Background: an optimization exercise with open tools, aiming at small area, a short achievable clock period and few clock cycles per item. Do not read the settings as production practice. No functional check of the RTL was part of any run shown here. No activity file was given, so power comes from the tool's default toggle rates.

--- flow/constraint.sdc ---
create_clock -name core_clock -period 4.5 [get_ports {clock}]
set_input_delay 0.9000 -clock core_clock [delete_from_list [all_inputs] [get_ports {clock}]]
set_output_delay 0.9000 -clock core_clock [all_outputs]
set_load 0.01 [all_outputs]
--- flow/design.v ---
module cmpsub #(parameter W=32) (input [W-1:0] a, input [W-1:0] b, output [W-1:0] d, output c);
wire [W-1:0] p = a | ~b;
wire [W-1:0] g0 = a & ~b;
wire G_0_0 = p[0];
wire ng1 = g0[31] | (p[31] & g0[30]);
wire np1 = p[31] & p[30];
wire ng2 = g0[30] | (p[30] & g0[29]);
wire np2 = p[30] & p[29];
wire ng3 = g0[29] | (p[29] & g0[28]);
wire np3 = p[29] & p[28];
wire ng4 = g0[28] | (p[28] & g0[27]);
wire np4 = p[28] & p[27];
wire ng5 = g0[27] | (p[27] & g0[26]);
wire np5 = p[27] & p[26];
wire ng6 = g0[26] | (p[26] & g0[25]);
wire np6 = p[26] & p[25];
wire ng7 = g0[25] | (p[25] & g0[24]);
wire np7 = p[25] & p[24];
wire ng8 = g0[24] | (p[24] & g0[23]);
wire np8 = p[24] & p[23];
wire ng9 = g0[23] | (p[23] & g0[22]);
wire np9 = p[23] & p[22];
wire ng10 = g0[22] | (p[22] & g0[21]);
wire np10 = p[22] & p[21];
wire ng11 = g0[21] | (p[21] & g0[20]);
wire np11 = p[21] & p[20];
wire ng12 = g0[20] | (p[20] & g0[19]);
wire np12 = p[20] & p[19];
wire ng13 = g0[19] | (p[19] & g0[18]);
wire np13 = p[19] & p[18];
wire ng14 = g0[18] | (p[18] & g0[17]);
wire np14 = p[18] & p[17];
wire ng15 = g0[17] | (p[17] & g0[16]);
wire np15 = p[17] & p[16];
wire ng16 = g0[16] | (p[16] & g0[15]);
wire np16 = p[16] & p[15];
wire ng17 = g0[15] | (p[15] & g0[14]);
wire np17 = p[15] & p[14];
wire ng18 = g0[14] | (p[14] & g0[13]);
wire np18 = p[14] & p[13];
wire ng19 = g0[13] | (p[13] & g0[12]);
wire np19 = p[13] & p[12];
wire ng20 = g0[12] | (p[12] & g0[11]);
wire np20 = p[12] & p[11];
wire ng21 = g0[11] | (p[11] & g0[10]);
wire np21 = p[11] & p[10];
wire ng22 = g0[10] | (p[10] & g0[9]);
wire np22 = p[10] & p[9];
wire ng23 = g0[9] | (p[9] & g0[8]);
wire np23 = p[9] & p[8];
wire ng24 = g0[8] | (p[8] & g0[7]);
wire np24 = p[8] & p[7];
wire ng25 = g0[7] | (p[7] & g0[6]);
wire np25 = p[7] & p[6];
wire ng26 = g0[6] | (p[6] & g0[5]);
wire np26 = p[6] & p[5];
wire ng27 = g0[5] | (p[5] & g0[4]);
wire np27 = p[5] & p[4];
wire ng28 = g0[4] | (p[4] & g0[3]);
wire np28 = p[4] & p[3];
wire ng29 = g0[3] | (p[3] & g0[2]);
wire np29 = p[3] & p[2];
wire ng30 = g0[2] | (p[2] & g0[1]);
wire np30 = p[2] & p[1];
wire ng31 = g0[1] | (p[1] & G_0_0);
wire ng32 = ng1 | (np1 & ng3);
wire np32 = np1 & np3;
wire ng33 = ng2 | (np2 & ng4);
wire np33 = np2 & np4;
wire ng34 = ng3 | (np3 & ng5);
wire np34 = np3 & np5;
wire ng35 = ng4 | (np4 & ng6);
wire np35 = np4 & np6;
wire ng36 = ng5 | (np5 & ng7);
wire np36 = np5 & np7;
wire ng37 = ng6 | (np6 & ng8);
wire np37 = np6 & np8;
wire ng38 = ng7 | (np7 & ng9);
wire np38 = np7 & np9;
wire ng39 = ng8 | (np8 & ng10);
wire np39 = np8 & np10;
wire ng40 = ng9 | (np9 & ng11);
wire np40 = np9 & np11;
wire ng41 = ng10 | (np10 & ng12);
wire np41 = np10 & np12;
wire ng42 = ng11 | (np11 & ng13);
wire np42 = np11 & np13;
wire ng43 = ng12 | (np12 & ng14);
wire np43 = np12 & np14;
wire ng44 = ng13 | (np13 & ng15);
wire np44 = np13 & np15;
wire ng45 = ng14 | (np14 & ng16);
wire np45 = np14 & np16;
wire ng46 = ng15 | (np15 & ng17);
wire np46 = np15 & np17;
wire ng47 = ng16 | (np16 & ng18);
wire np47 = np16 & np18;
wire ng48 = ng17 | (np17 & ng19);
wire np48 = np17 & np19;
wire ng49 = ng18 | (np18 & ng20);
wire np49 = np18 & np20;
wire ng50 = ng19 | (np19 & ng21);
wire np50 = np19 & np21;
wire ng51 = ng20 | (np20 & ng22);
wire np51 = np20 & np22;
wire ng52 = ng21 | (np21 & ng23);
wire np52 = np21 & np23;
wire ng53 = ng22 | (np22 & ng24);
wire np53 = np22 & np24;
wire ng54 = ng23 | (np23 & ng25);
wire np54 = np23 & np25;
wire ng55 = ng24 | (np24 & ng26);
wire np55 = np24 & np26;
wire ng56 = ng25 | (np25 & ng27);
wire np56 = np25 & np27;
wire ng57 = ng26 | (np26 & ng28);
wire np57 = np26 & np28;
wire ng58 = ng27 | (np27 & ng29);
wire np58 = np27 & np29;
wire ng59 = ng28 | (np28 & ng30);
wire np59 = np28 & np30;
wire ng60 = ng29 | (np29 & ng31);
wire ng61 = ng30 | (np30 & G_0_0);
wire ng62 = ng32 | (np32 & ng36);
wire np62 = np32 & np36;
wire ng63 = ng33 | (np33 & ng37);
wire np63 = np33 & np37;
wire ng64 = ng34 | (np34 & ng38);
wire np64 = np34 & np38;
wire ng65 = ng35 | (np35 & ng39);
wire np65 = np35 & np39;
wire ng66 = ng36 | (np36 & ng40);
wire np66 = np36 & np40;
wire ng67 = ng37 | (np37 & ng41);
wire np67 = np37 & np41;
wire ng68 = ng38 | (np38 & ng42);
wire np68 = np38 & np42;
wire ng69 = ng39 | (np39 & ng43);
wire np69 = np39 & np43;
wire ng70 = ng40 | (np40 & ng44);
wire np70 = np40 & np44;
wire ng71 = ng41 | (np41 & ng45);
wire np71 = np41 & np45;
wire ng72 = ng42 | (np42 & ng46);
wire np72 = np42 & np46;
wire ng73 = ng43 | (np43 & ng47);
wire np73 = np43 & np47;
wire ng74 = ng44 | (np44 & ng48);
wire np74 = np44 & np48;
wire ng75 = ng45 | (np45 & ng49);
wire np75 = np45 & np49;
wire ng76 = ng46 | (np46 & ng50);
wire np76 = np46 & np50;
wire ng77 = ng47 | (np47 & ng51);
wire np77 = np47 & np51;
wire ng78 = ng48 | (np48 & ng52);
wire np78 = np48 & np52;
wire ng79 = ng49 | (np49 & ng53);
wire np79 = np49 & np53;
wire ng80 = ng50 | (np50 & ng54);
wire np80 = np50 & np54;
wire ng81 = ng51 | (np51 & ng55);
wire np81 = np51 & np55;
wire ng82 = ng52 | (np52 & ng56);
wire np82 = np52 & np56;
wire ng83 = ng53 | (np53 & ng57);
wire np83 = np53 & np57;
wire ng84 = ng54 | (np54 & ng58);
wire np84 = np54 & np58;
wire ng85 = ng55 | (np55 & ng59);
wire np85 = np55 & np59;
wire ng86 = ng56 | (np56 & ng60);
wire ng87 = ng57 | (np57 & ng61);
wire ng88 = ng58 | (np58 & ng31);
wire ng89 = ng59 | (np59 & G_0_0);
wire ng90 = ng62 | (np62 & ng70);
wire np90 = np62 & np70;
wire ng91 = ng63 | (np63 & ng71);
wire np91 = np63 & np71;
wire ng92 = ng64 | (np64 & ng72);
wire np92 = np64 & np72;
wire ng93 = ng65 | (np65 & ng73);
wire np93 = np65 & np73;
wire ng94 = ng66 | (np66 & ng74);
wire np94 = np66 & np74;
wire ng95 = ng67 | (np67 & ng75);
wire np95 = np67 & np75;
wire ng96 = ng68 | (np68 & ng76);
wire np96 = np68 & np76;
wire ng97 = ng69 | (np69 & ng77);
wire np97 = np69 & np77;
wire ng98 = ng70 | (np70 & ng78);
wire np98 = np70 & np78;
wire ng99 = ng71 | (np71 & ng79);
wire np99 = np71 & np79;
wire ng100 = ng72 | (np72 & ng80);
wire np100 = np72 & np80;
wire ng101 = ng73 | (np73 & ng81);
wire np101 = np73 & np81;
wire ng102 = ng74 | (np74 & ng82);
wire np102 = np74 & np82;
wire ng103 = ng75 | (np75 & ng83);
wire np103 = np75 & np83;
wire ng104 = ng76 | (np76 & ng84);
wire np104 = np76 & np84;
wire ng105 = ng77 | (np77 & ng85);
wire np105 = np77 & np85;
wire ng106 = ng78 | (np78 & ng86);
wire ng107 = ng79 | (np79 & ng87);
wire ng108 = ng80 | (np80 & ng88);
wire ng109 = ng81 | (np81 & ng89);
wire ng110 = ng82 | (np82 & ng60);
wire ng111 = ng83 | (np83 & ng61);
wire ng112 = ng84 | (np84 & ng31);
wire ng113 = ng85 | (np85 & G_0_0);
wire ng114 = ng90 | (np90 & ng106);
wire ng115 = ng91 | (np91 & ng107);
wire ng116 = ng92 | (np92 & ng108);
wire ng117 = ng93 | (np93 & ng109);
wire ng118 = ng94 | (np94 & ng110);
wire ng119 = ng95 | (np95 & ng111);
wire ng120 = ng96 | (np96 & ng112);
wire ng121 = ng97 | (np97 & ng113);
wire ng122 = ng98 | (np98 & ng86);
wire ng123 = ng99 | (np99 & ng87);
wire ng124 = ng100 | (np100 & ng88);
wire ng125 = ng101 | (np101 & ng89);
wire ng126 = ng102 | (np102 & ng60);
wire ng127 = ng103 | (np103 & ng61);
wire ng128 = ng104 | (np104 & ng31);
wire ng129 = ng105 | (np105 & G_0_0);
assign d[0] = a[0] ^ b[0];
assign d[1] = a[1] ^ (b[1] ^ ~G_0_0);
assign d[2] = a[2] ^ (b[2] ^ ~ng31);
assign d[3] = a[3] ^ (b[3] ^ ~ng61);
assign d[4] = a[4] ^ (b[4] ^ ~ng60);
assign d[5] = a[5] ^ (b[5] ^ ~ng89);
assign d[6] = a[6] ^ (b[6] ^ ~ng88);
assign d[7] = a[7] ^ (b[7] ^ ~ng87);
assign d[8] = a[8] ^ (b[8] ^ ~ng86);
assign d[9] = a[9] ^ (b[9] ^ ~ng113);
assign d[10] = a[10] ^ (b[10] ^ ~ng112);
assign d[11] = a[11] ^ (b[11] ^ ~ng111);
assign d[12] = a[12] ^ (b[12] ^ ~ng110);
assign d[13] = a[13] ^ (b[13] ^ ~ng109);
assign d[14] = a[14] ^ (b[14] ^ ~ng108);
assign d[15] = a[15] ^ (b[15] ^ ~ng107);
assign d[16] = a[16] ^ (b[16] ^ ~ng106);
assign d[17] = a[17] ^ (b[17] ^ ~ng129);
assign d[18] = a[18] ^ (b[18] ^ ~ng128);
assign d[19] = a[19] ^ (b[19] ^ ~ng127);
assign d[20] = a[20] ^ (b[20] ^ ~ng126);
assign d[21] = a[21] ^ (b[21] ^ ~ng125);
assign d[22] = a[22] ^ (b[22] ^ ~ng124);
assign d[23] = a[23] ^ (b[23] ^ ~ng123);
assign d[24] = a[24] ^ (b[24] ^ ~ng122);
assign d[25] = a[25] ^ (b[25] ^ ~ng121);
assign d[26] = a[26] ^ (b[26] ^ ~ng120);
assign d[27] = a[27] ^ (b[27] ^ ~ng119);
assign d[28] = a[28] ^ (b[28] ^ ~ng118);
assign d[29] = a[29] ^ (b[29] ^ ~ng117);
assign d[30] = a[30] ^ (b[30] ^ ~ng116);
assign d[31] = a[31] ^ (b[31] ^ ~ng115);
assign c = ng114;
endmodule
module vector_divider #(
    parameter RAM_SIZE = 10,
    parameter N = 5,
    parameter NBITS = 32
)(
    input clock,
    input reset,
    output [RAM_SIZE-1:0] Addr,
    output [NBITS-1:0] Wdata,
    input [NBITS-1:0] Rdata,
    input [RAM_SIZE-1:0] Ndata,
    output Wenable,
    input startvd,
    output reg busyvd
);
localparam RX = 4;            
localparam XW = 32 + RX;      
localparam [3:0] IDLE = 4'b1000,
                 P1   = 4'b1001,    
                 P2   = 4'b1010,    
                 E    = 4'b1011,    
                 C1   = 4'b0000,    
                 C2   = 4'b1100,    
                 W1   = 4'b1101,    
                 D1   = 4'b0100,    
                 W2   = 4'b0101;    
reg [3:0] state, nstate;
reg first;
reg [8:0] h;
reg [31:0] R, Q;
reg [XW-1:0] X;
reg [5:0] j;
wire [31:0] diff;
wire nb;
cmpsub #(.W(32)) u_sub (.a(R), .b(X[31:0]), .d(diff), .c(nb));
wire ge = nb & ~|X[XW-1:32];
wire ph1 = (state == D1) | (state == P1);
wire shl = ge & ~j[5];                  
wire [8:0] h1 = h + 9'd1;
wire last = (h1 == Ndata[8:0]);         
wire done2 = (j == 6'd0);
wire alo = state[3];
wire we = state[2];
assign Addr = {we ? h : h1, alo};
assign Wdata = alo ? R : Q;
assign Wenable = we & ~first;
always @(*) begin
    nstate = state;
    case (state)
        IDLE: if (startvd) nstate = C1;
        C1:   nstate = C2;
        C2:   nstate = D1;
        D1:   nstate = shl ? P1 : E;
        P1:   if (!shl) nstate = P2;
        P2:   if (done2) nstate = last ? W1 : C1;
        E:    nstate = last ? W1 : C1;
        W1:   nstate = W2;
        W2:   nstate = IDLE;
        default: nstate = IDLE;
    endcase
end
always @(posedge clock) begin
    if (reset) begin
        state <= IDLE;
        h <= 9'h1ff;
        first <= 1'b0;
        busyvd <= 1'b0;
    end else begin
        state <= nstate;
        busyvd <= (nstate != IDLE);
        if (state == IDLE && startvd)
            first <= 1'b1;
        if (state == D1) begin
            h <= h1;
            first <= 1'b0;
        end
        if (state == W2)
            h <= 9'h1ff;
    end
end
always @(posedge clock) begin
    if (state == C1)
        X <= {{RX-1{1'b0}}, Rdata, 1'b0};
    else if (ph1 && shl)
        X <= {X[XW-1-RX:0], {RX{1'b0}}};
    else
        X <= {1'b0, X[XW-1:1]};
    if (state == C2)
        R <= Rdata;
    else if (state == P2 && ge)
        R <= diff;
    if (state == D1)
        Q <= 32'd0;
    else if (state == P2)
        Q <= {Q[30:0], ge};
    if (state == C1)
        j <= 6'd1;
    else if (ph1 && shl)
        j <= j + RX;
    else
        j <= j - 6'd1;
end
endmodule
--- flow/config.mk ---
export PLATFORM = sky130hd
export DESIGN_NAME = vector_divider
export DESIGN_NICKNAME = vector_divider
export VERILOG_FILES = /design/flow/design.v
export SDC_FILE = /design/flow/constraint.sdc
export NUM_CORES = 4
export LEC_CHECK = 0
export CAP_MARGIN = 20
export CORE_MARGIN = 2
export CORE_UTILIZATION = 40
export CTS_BUF_LIST = sky130_fd_sc_hd__clkbuf_8
export SETUP_SLACK_MARGIN = 1.3
export SLEW_MARGIN = 20
--- flow/flow/run.sh ---
#!/bin/bash
cd "$(dirname "$0")/.."
export BUFFER_PORTS_ARGS="-buffer_cell sky130_fd_sc_hd__buf_1"
export CTS_ARGS="-sink_clustering_enable -repair_clock_nets -buf_list sky130_fd_sc_hd__clkbuf_8 -dont_use_dummy_load"
bash standard.sh > standard_run.log 2>&1
--- flow/standard.sh ---
#!/bin/bash
# synth_recipe.tcl (not shown) runs the flow's synth.tcl, then flattens the netlist and writes it again
# the make line also repeats each setting of config.mk as NAME=value (left out here)
make -C /OpenROAD-flow-scripts/flow DESIGN_CONFIG=/design/flow/config.mk WORK_HOME=/design/flow/orfs CLKGATE_MAP_FILE= SYNTH_SCRIPT=/design/flow/synth_recipe.tcl "${@:-finish}"
==> summary.txt, run 1 <==
The logs give 0 for the total inserted antenna cells and 0 for the count of maximum capacitance violations. The run gives 0.404 as the starting density of the core. The cell with the biggest individual delay on the critical path is fa_2. The synthesized instance count is 936, and the setup clock skew after layout is 0.0222 ns. The H-tree generated during clock tree synthesis spans 4 levels. The critical path contains buffers and inverters numbering 3 combined. STA classifies the critical path startpoint as a flip-flop. In this run the top signal layer used is met4. TritonCTS built the clock tree. The clock share of power was 0.125; the share of flip-flops with an asynchronous set or reset after synthesis was 0. The root buffer selected by CTS was clkbuf_8.

The maximum number of pins on one net before global-route repair is 55. The relative area change from synthesis to final layout is 21.1%. The most critical setup path has its endpoint at R[15]$_DFFE_PP_.

Routability-driven placement finished with a final weighted congestion of 0.882. TritonCTS created 17 clock buffers. Before antenna repair, the detailed router went through 5 iterations. The count of buffers added on input and output ports is 87.

The logs give 0 ns for the aggregate negative setup slack and 0.549 for the logic gate share of total power. Across the whole layout, storage elements account for 0.00275 mm². The worst-case setup margin in the final layout is 1.05 ns, and the mean post-synth cell area is 8.02 µm².

The share of the clock period used by the worst path came out at 0.767. The routed design has 21.1 mm of wire. The first routing iteration left 467 violations.

After global routing the overflow that remains totals 0. The proportion of power drawn by flip-flops and latches was 0.325; the overall die area was 0.0199 mm². In this run the standard cell core region covers 0.0186 mm². The part of the Yosys area used for sequential elements is 0.365, and the number of global-route vias before repair is 6,488.

The number of nets in the final layout came out at 1,099. In the synthesized netlist the dominant register cell turns out to be dfxtp_1. The area of the multi-input gates was 0.00484 mm².

Detailed routing placed a total of 10.0 mm of wire on met2. Tracing the worst setup path back leads to its startpoint at R[0]$_DFFE_PP_. The slew at the pin closest to its max-slew limit came out at 0.867 ns. The run gives 0 as the count of final max-slew check failures. By area the synthesized netlist is led by dfxtp_1 24%, edfxtp_1 13%, nand2_1 8.6%, mux2_2 5.1%, a21oi_1 4.7%.

The tools report the register-to-register setup slack as 1.05 ns. Among cell families on the critical path, the largest total delay comes from compound AO/OA/AOI/OAI gates. The switching part of the total was 0.424; the cell internal power dissipation was 0.00329 W. Along the worst path, the maximum fanout reaches 8. Dividing the detail-routed via count by the number of cells gives 5.41. Classification of the worst setup path: reg2reg. For the worst setup path, the data required time is 4.63 ns.

Traced cell by cell, the critical path runs through inv_1, ha_2, fa_2, nand2_2, a41oi_4, a31oi_4, a2bb2oi_4, maj3_4, o2111ai_4, a211oi_4, o21ai_2, buf_4, buf_6, nand2_4, nand2_8, nand2_8. The final route contains 6,923 vias. The first global-routing pass estimated 33.6 mm of wire. The longest clock path from root to sink contains 2 buffers. The number of nets in the synthesized netlist is 987. The number of hold-slack violations in the final timing report came out at 0. The min-delay analysis places its worst path in the category reg2reg. Total met3 wirelength after detailed routing: 889 µm.

The HPWL after detailed placement is 14.1 mm. The highest clock rate is 0.290 GHz. After clock tree synthesis, the clock-pin slew on the worst setup and hold paths is 0.07 ns. The initialized floorplan defines 50 standard-cell rows.

The die is 141 µm tall. Summed over all nets, the switching power comes to 0.00243 W. IR analysis of the VDD net gives a maximum drop of 245 µV.

In this run the power density over the cells is 629 mW/mm². Global router's overall resource usage: 0.212. After synthesis the cells add up to 0.00751 mm². The endpoint identified for the worst register-to-register timing path is R[15]$_DFFE_PP_. Counting buffers and inverters, the worst setup path is 16 cells deep. The library cell used most frequently in the layout, excluding fill and tap cells, is nand2_1.

The chip width was 141 µm; the clock sink count was 121. The number of top-level pins was 89. Measured in cells, the most critical reg-to-reg path has a length of 16. The layout has 1,841 filler cells. The top-area cell type share of the netlist area was 0.237; the total routed wire length on the met1 layer was 9.76 mm.

The largest area contributor in the synthesized netlist is dfxtp_1. The number of setup violations in the final report was 0. Subtracting the final worst setup slack from the clock period gives 3.45 ns. Critical register-to-register path startpoint: R[0]$_DFFE_PP_. The design draws 0.00571 W. In this design, the stage delay of the slowest critical-path cell is 0.39 ns. Number of routed nets with antenna violations: 0.

Setup repair after global routing could not meet its margin everywhere. The run finished with no timing, DRC or antenna violations. The data arrival time of the worst path was 3.58 ns; the count of different cell masters after synthesis was 65. The run gives 3.39 nW as the static leakage power. In the final routed layout, each cell accounts on average for 16.5 µm. After synthesis the netlist holds a flip-flop and latch count of 121. For the worst-skew pair, the clock arrives at the later sink with an insertion delay of 0.45 ns. The element type at the critical path end is a flip-flop. In the layout the commonest cells are 155 x nand2_1, 87 x dfxtp_1, 87 x buf_1. The tools report the initial antenna violation count as 0.

The worst slew slack as a fraction of its limit was 0.422. In this run, synthesis inferred 32 flip-flops with an integrated enable. The share of post-route cells with drive strength above 1 works out to 0.173. Prior to clock tree synthesis, the placed netlist has a worst setup slack of 0.764 ns. The number of warnings reported in the yosys synthesis log was 1. By instance count, the cell type seen most on the critical path is nand2_8. In the routed design, unresolved DRC markers number 0.
[worst min path at each step]
stage	startpoint	to	slack [ns]	cells after the start
CTS	X[32]$_DFF_P_	X[31]$_DFF_P_	0.44	2
global route	X[33]$_SDFF_PP0_	X[32]$_DFF_P_	0.47	2
global placement	X[33]$_SDFF_PP0_	X[32]$_DFF_P_	0.43	2
floorplan	X[32]$_DFF_P_	X[31]$_DFF_P_	0.41	2
finish	X[33]$_SDFF_PP0_	X[32]$_DFF_P_	0.45	2
detailed placement	X[32]$_DFF_P_	X[31]$_DFF_P_	0.43	2
[stage by stage]
step,utilization,std cells,hold WS (ns),cell area [µm²]
global route,0.489,1280,0.471,9090
detailed placement,0.433,1222,0.432,8040
CTS,0.468,1267,0.438,8690
finish,0.489,1280,0.452,9090
floorplan,-,936,0.415,7520
global placement,0.433,1222,0.430,8040
[power by group through the flow]
| stage | registers [W] | clock network [W] | logic [W] |
|---|---|---|---|
| finish | 0.00186 | 0.000717 | 0.00314 |
| global route | 0.00190 | 0.000772 | 0.00348 |
| CTS | 0.00184 | 0.000727 | 0.00283 |
| detailed placement | 0.00187 | 0 | 0.00256 |
| global placement | 0.00187 | 0 | 0.00253 |
| floorplan | 0.00172 | 0 | 0.00211 |
[cells in the mapped netlist, types with 9 or more instances]
cell / number
o31ai_1: 9
xnor2_1: 40
o21ai_1: 14
o21ai_0: 33
mux2_2: 34
nand2_1: 172
maj3_1: 22
clkbuf_1: 31
a21oi_1: 71
xor2_1: 23
nor3_1: 25
nand2b_1: 30
edfxtp_1: 32
nand3_1: 19
dfxtp_1: 89
nor2b_1: 33
nor2_1: 88
a22oi_1: 16
a221o_1: 14
inv_1: 39
[registers in the layout, indices dropped and copies added (netlist names)]
| register | count |
|---|---|
| h | 9 |
| busyvd | 1 |
| R | 32 |
| Q | 32 |
| first | 1 |
| state | 4 |
| X | 36 |
| j | 6 |
[final cells by class]
class	count	share of cell area
multi-input cells	733	0.532
flip-flops and latches	121	0.302
repair buffers	134	0.0905
well taps	234	0.0322
clock buffers	17	0.0257
inverters	41	0.0169
[what timing repair did]
action,in CTS,in global routing
setup buffers,24,11
gates cloned,4,2
pin swaps,23,33
resized for setup,28,61
endpoints found under the setup margin,85,94
hold buffers,0,0
[worst reg2reg max path: stages (launching register included)]
cell and delay, ns:
edfxtp_1 0.35, inv_1 0.05, ha_2 0.19, fa_2 0.39
nand2_2 0.11, a41oi_4 0.13, a31oi_4 0.22, a2bb2oi_4 0.18
maj3_4 0.25, o2111ai_4 0.16, a211oi_4 0.34, o21ai_2 0.12
buf_4 0.16, buf_6 0.11, nand2_4 0.08, nand2_8 0.13
nand2_8 0.18
[per-layer routing]
metal,vias up,GRT usage
met1,3283,0.282
met5,-,0
met2,154,0.347
met4,0,0.0663
met3,26,0.0455
li1,3460,-
[cells by family (layout without fill, tap and decap cells)]
logic type / Yosys count / count (layout) / share of synthesized area
AO/OA/AOI/OAI: 200 / 200 / 0.175
multiplexers: 36 / 36 / 0.0537
adder cells (fa/ha/maj): 32 / 32 / 0.0467
buffers and inverters: 85 / 192 / 0.0455
flip-flops: 121 / 121 / 0.365
AND/OR/NAND/NOR: 399 / 402 / 0.240
XOR/XNOR: 63 / 63 / 0.0735
==> run 2: changes to the inputs <==
--- a/flow/design.v
+++ b/flow/design.v
@@ -1,7 +1,7 @@
 module cmpsub #(parameter W=32) (input [W-1:0] a, input [W-1:0] b, output [W-1:0] d, output c);
-wire [W-1:0] p = a | ~b;
+wire [W-1:0] p = a ^ ~b;
 wire [W-1:0] g0 = a & ~b;
-wire G_0_0 = p[0];
+wire G_0_0 = g0[0] | p[0];
 wire ng1 = g0[31] | (p[31] & g0[30]);
 wire np1 = p[31] & p[30];
 wire ng2 = g0[30] | (p[30] & g0[29]);
@@ -229,38 +229,38 @@
 wire ng127 = ng103 | (np103 & ng61);
 wire ng128 = ng104 | (np104 & ng31);
 wire ng129 = ng105 | (np105 & G_0_0);
-assign d[0] = a[0] ^ b[0];
-assign d[1] = a[1] ^ (b[1] ^ ~G_0_0);
-assign d[2] = a[2] ^ (b[2] ^ ~ng31);
-assign d[3] = a[3] ^ (b[3] ^ ~ng61);
-assign d[4] = a[4] ^ (b[4] ^ ~ng60);
-assign d[5] = a[5] ^ (b[5] ^ ~ng89);
-assign d[6] = a[6] ^ (b[6] ^ ~ng88);
-assign d[7] = a[7] ^ (b[7] ^ ~ng87);
-assign d[8] = a[8] ^ (b[8] ^ ~ng86);
-assign d[9] = a[9] ^ (b[9] ^ ~ng113);
-assign d[10] = a[10] ^ (b[10] ^ ~ng112);
-assign d[11] = a[11] ^ (b[11] ^ ~ng111);
-assign d[12] = a[12] ^ (b[12] ^ ~ng110);
-assign d[13] = a[13] ^ (b[13] ^ ~ng109);
-assign d[14] = a[14] ^ (b[14] ^ ~ng108);
-assign d[15] = a[15] ^ (b[15] ^ ~ng107);
-assign d[16] = a[16] ^ (b[16] ^ ~ng106);
-assign d[17] = a[17] ^ (b[17] ^ ~ng129);
-assign d[18] = a[18] ^ (b[18] ^ ~ng128);
-assign d[19] = a[19] ^ (b[19] ^ ~ng127);
-assign d[20] = a[20] ^ (b[20] ^ ~ng126);
-assign d[21] = a[21] ^ (b[21] ^ ~ng125);
-assign d[22] = a[22] ^ (b[22] ^ ~ng124);
-assign d[23] = a[23] ^ (b[23] ^ ~ng123);
-assign d[24] = a[24] ^ (b[24] ^ ~ng122);
-assign d[25] = a[25] ^ (b[25] ^ ~ng121);
-assign d[26] = a[26] ^ (b[26] ^ ~ng120);
-assign d[27] = a[27] ^ (b[27] ^ ~ng119);
-assign d[28] = a[28] ^ (b[28] ^ ~ng118);
-assign d[29] = a[29] ^ (b[29] ^ ~ng117);
-assign d[30] = a[30] ^ (b[30] ^ ~ng116);
-assign d[31] = a[31] ^ (b[31] ^ ~ng115);
+assign d[0] = ~p[0];
+assign d[1] = p[1] ^ G_0_0;
+assign d[2] = p[2] ^ ng31;
+assign d[3] = p[3] ^ ng61;
+assign d[4] = p[4] ^ ng60;
+assign d[5] = p[5] ^ ng89;
+assign d[6] = p[6] ^ ng88;
+assign d[7] = p[7] ^ ng87;
+assign d[8] = p[8] ^ ng86;
+assign d[9] = p[9] ^ ng113;
+assign d[10] = p[10] ^ ng112;
+assign d[11] = p[11] ^ ng111;
+assign d[12] = p[12] ^ ng110;
+assign d[13] = p[13] ^ ng109;
+assign d[14] = p[14] ^ ng108;
+assign d[15] = p[15] ^ ng107;
+assign d[16] = p[16] ^ ng106;
+assign d[17] = p[17] ^ ng129;
+assign d[18] = p[18] ^ ng128;
+assign d[19] = p[19] ^ ng127;
+assign d[20] = p[20] ^ ng126;
+assign d[21] = p[21] ^ ng125;
+assign d[22] = p[22] ^ ng124;
+assign d[23] = p[23] ^ ng123;
+assign d[24] = p[24] ^ ng122;
+assign d[25] = p[25] ^ ng121;
+assign d[26] = p[26] ^ ng120;
+assign d[27] = p[27] ^ ng119;
+assign d[28] = p[28] ^ ng118;
+assign d[29] = p[29] ^ ng117;
+assign d[30] = p[30] ^ ng116;
+assign d[31] = p[31] ^ ng115;
 assign c = ng114;
 endmodule
 module vector_divider #(
@@ -270,28 +270,27 @@
 )(
     input clock,
     input reset,
-    output [RAM_SIZE-1:0] Addr,
+    output reg [RAM_SIZE-1:0] Addr,
     output [NBITS-1:0] Wdata,
     input [NBITS-1:0] Rdata,
     input [RAM_SIZE-1:0] Ndata,
-    output Wenable,
+    output reg Wenable,
     input startvd,
     output reg busyvd
 );
 localparam RX = 4;            
 localparam XW = 32 + RX;      
-localparam [3:0] IDLE = 4'b1000,
-                 P1   = 4'b1001,    
-                 P2   = 4'b1010,    
-                 E    = 4'b1011,    
-                 C1   = 4'b0000,    
-                 C2   = 4'b1100,    
-                 W1   = 4'b1101,    
-                 D1   = 4'b0100,    
-                 W2   = 4'b0101;    
+localparam [3:0] IDLE = 4'd0,
+                 C1   = 4'd1,    
+                 C2   = 4'd2,    
+                 D1   = 4'd3,    
+                 P1   = 4'd4,    
+                 P2   = 4'd5,    
+                 E    = 4'd6,    
+                 W1   = 4'd7,    
+                 W2   = 4'd8;    
 reg [3:0] state, nstate;
-reg first;
-reg [8:0] h;
+reg first, wsel;
 reg [31:0] R, Q;
 reg [XW-1:0] X;
 reg [5:0] j;
@@ -301,14 +300,9 @@
 wire ge = nb & ~|X[XW-1:32];
 wire ph1 = (state == D1) | (state == P1);
 wire shl = ge & ~j[5];                  
-wire [8:0] h1 = h + 9'd1;
-wire last = (h1 == Ndata[8:0]);         
+wire last = (Addr[9:1] == Ndata[8:0]);  
 wire done2 = (j == 6'd0);
-wire alo = state[3];
-wire we = state[2];
-assign Addr = {we ? h : h1, alo};
-assign Wdata = alo ? R : Q;
-assign Wenable = we & ~first;
+assign Wdata = wsel ? Q : R;
 always @(*) begin
     nstate = state;
     case (state)
@@ -320,27 +314,39 @@
         P2:   if (done2) nstate = last ? W1 : C1;
         E:    nstate = last ? W1 : C1;
         W1:   nstate = W2;
-        W2:   nstate = IDLE;
         default: nstate = IDLE;
     endcase
 end
 always @(posedge clock) begin
     if (reset) begin
         state <= IDLE;
-        h <= 9'h1ff;
+        Addr <= 10'd1;
         first <= 1'b0;
         busyvd <= 1'b0;
+        Wenable <= 1'b0;
+        wsel <= 1'b0;
     end else begin
         state <= nstate;
         busyvd <= (nstate != IDLE);
-        if (state == IDLE && startvd)
-            first <= 1'b1;
-        if (state == D1) begin
-            h <= h1;
-            first <= 1'b0;
-        end
-        if (state == W2)
-            h <= 9'h1ff;
+        wsel <= (nstate == D1) | (nstate == W2);
+        Wenable <= ((nstate == C2) | (nstate == D1)) & ~first | (nstate == W1) | (nstate == W2);
+        case (state)
+            IDLE: if (startvd) begin
+                Addr <= Addr - 10'd1;
+                first <= 1'b1;
+            end
+            C1: Addr <= Addr - 10'd1;
+            C2: Addr <= Addr - 10'd1;
+            D1: begin
+                Addr <= Addr + 10'd5;
+                first <= 1'b0;
+            end
+            P2: if (done2) Addr <= last ? Addr - 10'd2 : Addr - 10'd1;
+            E:  Addr <= last ? Addr - 10'd2 : Addr - 10'd1;
+            W1: Addr <= Addr - 10'd1;
+            W2: Addr <= 10'd1;
+            default: ;
+        endcase
     end
 end
 always @(posedge clock) begin
==> flow/flow/run.sh (replaced) <==
#!/bin/bash
cd "$(dirname "$0")/.."
cp standard.sh standard_sh_copy.log
export BUFFER_PORTS_ARGS="-buffer_cell sky130_fd_sc_hd__buf_1"
bash standard.sh > standard_run.log 2>&1
--- a/flow/config.mk
+++ b/flow/config.mk
@@ -8,6 +8,7 @@
 export CAP_MARGIN = 20
 export CORE_MARGIN = 2
 export CORE_UTILIZATION = 40
-export CTS_BUF_LIST = sky130_fd_sc_hd__clkbuf_8
-export SETUP_SLACK_MARGIN = 1.3
+export CTS_BUF_LIST = sky130_fd_sc_hd__clkbuf_4 sky130_fd_sc_hd__clkbuf_8
+export CTS_CLUSTER_DIAMETER = 100
+export CTS_CLUSTER_SIZE = 30
 export SLEW_MARGIN = 20
==> summary.txt, run 2 <==
The tools report the part of the Yosys area used for sequential elements as 0.359 (was 0.365). Worst setup path endpoint: R[30]$_DFFE_PP_ (was R[15]$_DFFE_PP_). TritonCTS built the clock tree. The post-synthesis cell area was 0.00780 mm² (was 0.00751 mm²). The root buffer selected by CTS was clkbuf_8 (unchanged).

The tools report the final wirelength as 21.2 mm (was 21.1 mm). The run gives 0 (unchanged) as the total overflow reported by the global router. The area of the core was 0.0193 mm² (was 0.0186 mm²).

The startpoint type of the worst setup path was a flip-flop (unchanged). The global-route wire length before repair was 34.4 mm (was 33.6 mm). The mean post-synth cell area is 8.19 µm² (was 8.02 µm²).

The register-to-register setup slack came out at 0.93 ns (was 1.05 ns). Dominant cells by area after synthesis: dfxtp_1 24%, edfxtp_1 12%, nand2_1 6.5%, ha_1 6.4%, a21oi_1 6.2% (was dfxtp_1 24%, edfxtp_1 13%, nand2_1 8.6%, mux2_2 5.1%, a21oi_1 4.7%). For the aggregate negative setup slack, the log shows 0 ns (unchanged). The run gives 17 (unchanged) as the number of buffers created by CTS. For the starting density of the core, the log shows 0.405 (was 0.404). The run gives 952 (was 936) as the synthesized instance count. The maximum resistive drop on vdd was 396 µV (was 245 µV). Most common cell after layout, fill and taps aside: nand2_1 (unchanged). The number of global-route vias before repair is 6,668 (was 6,488), and the post-CTS setup buffer count is 0 (was 24). The flow ran to the end and the layout has no timing, DRC or antenna violations. The chip width came out at 144 µm (was 141 µm). The CTS H-tree depth was 4 (unchanged). The number of warnings reported in the yosys synthesis log is 1 (unchanged), and the number of flip-flops under the largest register name is 36 (unchanged). For the clock sink count, the log shows 124 (was 121).

The height of the die was 144 µm (was 141 µm). The static leakage power came out at 3.29 nW (was 3.39 nW). The filler-free cell count of the finished design came out at 1,292 (was 1,280). The number of hold-slack violations in the final timing report was 0 (unchanged); the number of gates on the worst path with buffers counted was 11 (was 16). The count of flip-flops with a built-in enable after synthesis is 32 (unchanged), and the number of register bits inferred by synthesis is 124 (was 121). The number of routed nets with antenna violations is 0 (unchanged), and the count of final max-slew check failures is 0 (unchanged). The biggest cell delay along the critical path was 0.45 ns (was 0.39 ns); the power per cell area was 903 mW/mm² (was 629 mW/mm²).

Global-route met3 utilization: 0.0400 (was 0.0455). The routing usage on met2 was 0.341 (was 0.347); the switching part of the total was 0.454 (was 0.424). The initial antenna violation count is 0 (unchanged).

The first-pass iteration count of the detailed router came out at 5 (unchanged). Critical path, cell by cell: inv_1, ha_1, fa_1, nor2b_1, o31a_1, o21ai_1, a21oi_1, o21ai_2, or3_1, nand2_1, buf_4 (was inv_1, ha_2, fa_2, nand2_2, a41oi_4, a31oi_4, a2bb2oi_4, maj3_4, o2111ai_4, a211oi_4, o21ai_2, buf_4, buf_6, nand2_4, nand2_8, nand2_8). Commonest cells after routing, fill and taps aside: 134 x nand2_1, 97 x a21oi_1, 91 x dfxtp_1 (was 155 x nand2_1, 87 x dfxtp_1, 87 x buf_1). The number of vias per cell was 5.53 (was 5.41); the total number of vias was 7,142 (was 6,923).

The clock insertion delay at the later pin of the skew report was 0.46 ns (was 0.45 ns); the time the final worst path needs with I/O delays and setup was 3.57 ns (was 3.45 ns). The logs give 1,101 (was 1,099) for the number of nets in the final layout and 0.00433 W (was 0.00329 W) for the cell internal power dissipation. The routability-driven placement congestion ratio is 0.896 (was 0.882).

The predominant post-synthesis flop cell was dfxtp_1 (unchanged). The data arrival time of the worst path is 3.72 ns (was 3.58 ns). The logic gate share of total power is 0.595 (was 0.549), and the share of the clock period used by the worst path is 0.794 (was 0.767).

The share of flip-flops with an asynchronous set or reset after synthesis came out at 0 (unchanged). The cell count after placement is 1,261 (was 1,222), and the worst slew slack as a fraction of its limit is 0.411 (was 0.422). Setup repair after global routing left no endpoint under its margin.

Leading post-synthesis cells by instance count: 134 x nand2_1, 97 x a21oi_1, 92 x dfxtp_1, 62 x nor2_1 (was 172 x nand2_1, 89 x dfxtp_1, 88 x nor2_1, 71 x a21oi_1, 40 x xnor2_1). The global router's overall resource usage is 0.211 (was 0.212), and the worst reg2reg path depth is 11 (was 16). The most numerous cell in the Yosys netlist was nand2_1 (unchanged). The site row count was 51 (was 50). Maximum number of pins on one net before global-route repair: 43 (was 55). The combined buffer and inverter count along the critical path works out to 2 (was 3). The path category of the worst min-delay check is reg2reg (unchanged). The element type at the critical path end was a flip-flop (unchanged).

The wire length per cell came out at 16.4 µm (was 16.5 µm). The number of hold buffers added after CTS was 0 (unchanged). The largest area contributor in the synthesized netlist was dfxtp_1 (unchanged).

The HPWL after detailed placement came out at 15.4 mm (was 14.1 mm). The cell with the biggest individual delay on the critical path is or3_1 (was fa_2). The run gives 0.280 GHz (was 0.290 GHz) as the highest clock rate. The startpoint of the worst setup timing path was R[0]$_DFFE_PP_ (unchanged). The run gives 1,997 (was 1,841) as the fill cell instance count of the final layout. The clock tree buffer depth was 2 (unchanged); the largest fanout on the critical path was 12 (was 8). The classification of the worst setup path was reg2reg (unchanged). The slew at the pin closest to its max-slew limit came out at 0.883 ns (was 0.867 ns).

The most used routing layer in global routing was met2 (unchanged). The required arrival time at the worst endpoint is 4.65 ns (was 4.63 ns). The tools report the capturing point of the worst reg2reg path as R[30]$_DFFE_PP_ (was R[15]$_DFFE_PP_).

The tools report the first-iteration detailed-routing DRC count as 552 (was 467). The most flop-heavy register is X (unchanged). The share of post-route cells with drive strength above 1 is 0.0837 (was 0.173), and the number of input and output port buffers inserted is 87 (unchanged).

The relative area change from synthesis to final layout works out to 12.7% (was 21.1%). Largest regs: X x36, Q x32, R x32 (unchanged). The setup clock skew after layout was 0.00928 ns (was 0.0222 ns). The global routing met1 resource utilization came out at 0.288 (was 0.282).

The tools report the clock share of power as 0.141 (was 0.125). The remaining routing DRC violations was 0 (unchanged). Net count after synthesis: 1,038 (was 987). For the number of cells upsized or downsized after cts, the log shows 0 (was 28). The cell family with the largest share of critical-path delay is simple AND/OR/NAND/NOR gates (was compound AO/OA/AOI/OAI gates). Clock edge transition at the registers on the reported setup and hold paths: 0.07 ns (about the same). The count of different cell masters after synthesis was 70 (was 65); the count of maximum capacitance violations was 0 (unchanged). The number of top-level pins is 89 (unchanged). The overall die area came out at 0.0206 mm² (was 0.0199 mm²). The top-area cell type share of the netlist area works out to 0.236 (was 0.237).

Switching power: 0.00360 W (was 0.00243 W). The tools report the critical register-to-register path startpoint as R[0]$_DFFE_PP_ (unchanged). The run gives 0.264 (was 0.325) as the proportion of power drawn by flip-flops and latches. The number of setup violations in the final report is 0 (unchanged). The run gives 0 (unchanged) as the total inserted antenna cells.
run 2: changes by cell type in the layout (fill, tap and decap cells not counted), sizes merged, moves of 26 or more:
cell,delta
nand2,-41
ha,+35
buf,-30
nor2b,-29
a21oi,+26
maj3,-26
run 2: cell families after synthesis:
kind of cell,Yosys count,share of synthesized area
buffers and inverters,113,0.0568
and+or+nand+nor,310,0.180
adders and majority gates,41,0.0668
DFF,124,0.359
AOI/OAI and AO/OA,297,0.252
xor gates and xnor gates,35,0.0393
muxes,32,0.0459
run 2: power groups by stage:
stage | clock [W] | combinational [W] | sequential (W)
6_report | 0.00112 | 0.00472 | 0.00210
3_5_place_dp | 0 | 0.00466 | 0.00212
2_1_floorplan | 0 | 0.00374 | 0.00193
4_1_cts | 0.00113 | 0.00470 | 0.00210
5_1_grt | 0.00118 | 0.00529 | 0.00216
3_3_place_gp | 0 | 0.00464 | 0.00212
run 2: cell type report:
cell class / instances / area [µm²] / share of cell area
repair buffers: 101 / 432 / 0.0491
flip-flops and latches: 124 / 2800 / 0.319
clock inverters: 8 / 139 / 0.0158
well taps: 265 / 332 / 0.0377
clock buffers: 23 / 304 / 0.0346
inverters: 56 / 210 / 0.0239
multi-input cells: 715 / 4570 / 0.520
run 2: through the flow:
stage	utilization	total power, W	cell area (µm²)	setup slack (ns)	hold WS, ns
after detailed placement	0.433	0.00679	8340	0.918	0.447
after CTS	0.456	0.00793	8790	0.896	0.455
final	0.456	0.00793	8790	0.928	0.455
after floorplan	-	0.00567	7800	1.26	0.433
after global placement	0.433	0.00676	8340	0.986	0.441
after global routing	0.456	0.00863	8790	0.696	0.483
run 2: worst min-delay path by stage:
stage,startpoint,endpoint,slack (ns),cells after the start
after global placement,Q[31]$_SDFFE_PP0P_,Q[31]$_SDFFE_PP0P_,0.44,2
after detailed placement,Q[31]$_SDFFE_PP0P_,Q[31]$_SDFFE_PP0P_,0.45,2
after CTS,Q[31]$_SDFFE_PP0P_,Q[31]$_SDFFE_PP0P_,0.46,2
after floorplan,Q[31]$_SDFFE_PP0P_,Q[31]$_SDFFE_PP0P_,0.43,2
after global routing,Q[23]$_SDFFE_PP0P_,Q[24]$_SDFFE_PP0P_,0.48,2
final,Q[31]$_SDFFE_PP0P_,Q[31]$_SDFFE_PP0P_,0.45,2
run 2: per-layer routing:
layer / part of all wire / wire [µm] / vias to the layer above
met5: 0 / 0 / -
met4: 0.014 / 297 / 0
met3: 0.049 / 1040 / 28
met2: 0.46 / 9810 / 204
met1: 0.48 / 10100 / 3333
li1: - / - / 3577
run 2: worst min-delay path: cells and delay by family (launching register included):
kind	cells	cell delay (ns)
flip-flops	1	0.31
AO/OA/AOI/OAI	1	0.05
AND/OR/NAND/NOR	1	0.05

-- afterwards: timing with drivers on the ports --
The results above use ideal ports. As a check the final layouts listed here were re-extracted and re-timed, cells and wires unchanged. Step 1: set_driving_cell puts a clkbuf_16 on clock and a buf_2 on each other input, an assumption about the parent block. Step 2 times the ports against the registers' clock, not the clock port: input delays grow and output delays shrink by t, the midpoint of the rising clock arrivals with the driver on. a / b / c = ideal / step 1 / step 2; a / b = the first two.
| run | t, ns | slack for setup (ns) | clock arrival spread, ns |
|---|---|---|---|
| run 1 | 0.479 | 1.049 / 1.049 / 1.049 | 0.022 / 0.022 |
| run 2 | 0.489 | 0.928 / 0.928 / 0.928 | 0.009 / 0.010 |
After both steps every run listed still meets setup and hold.
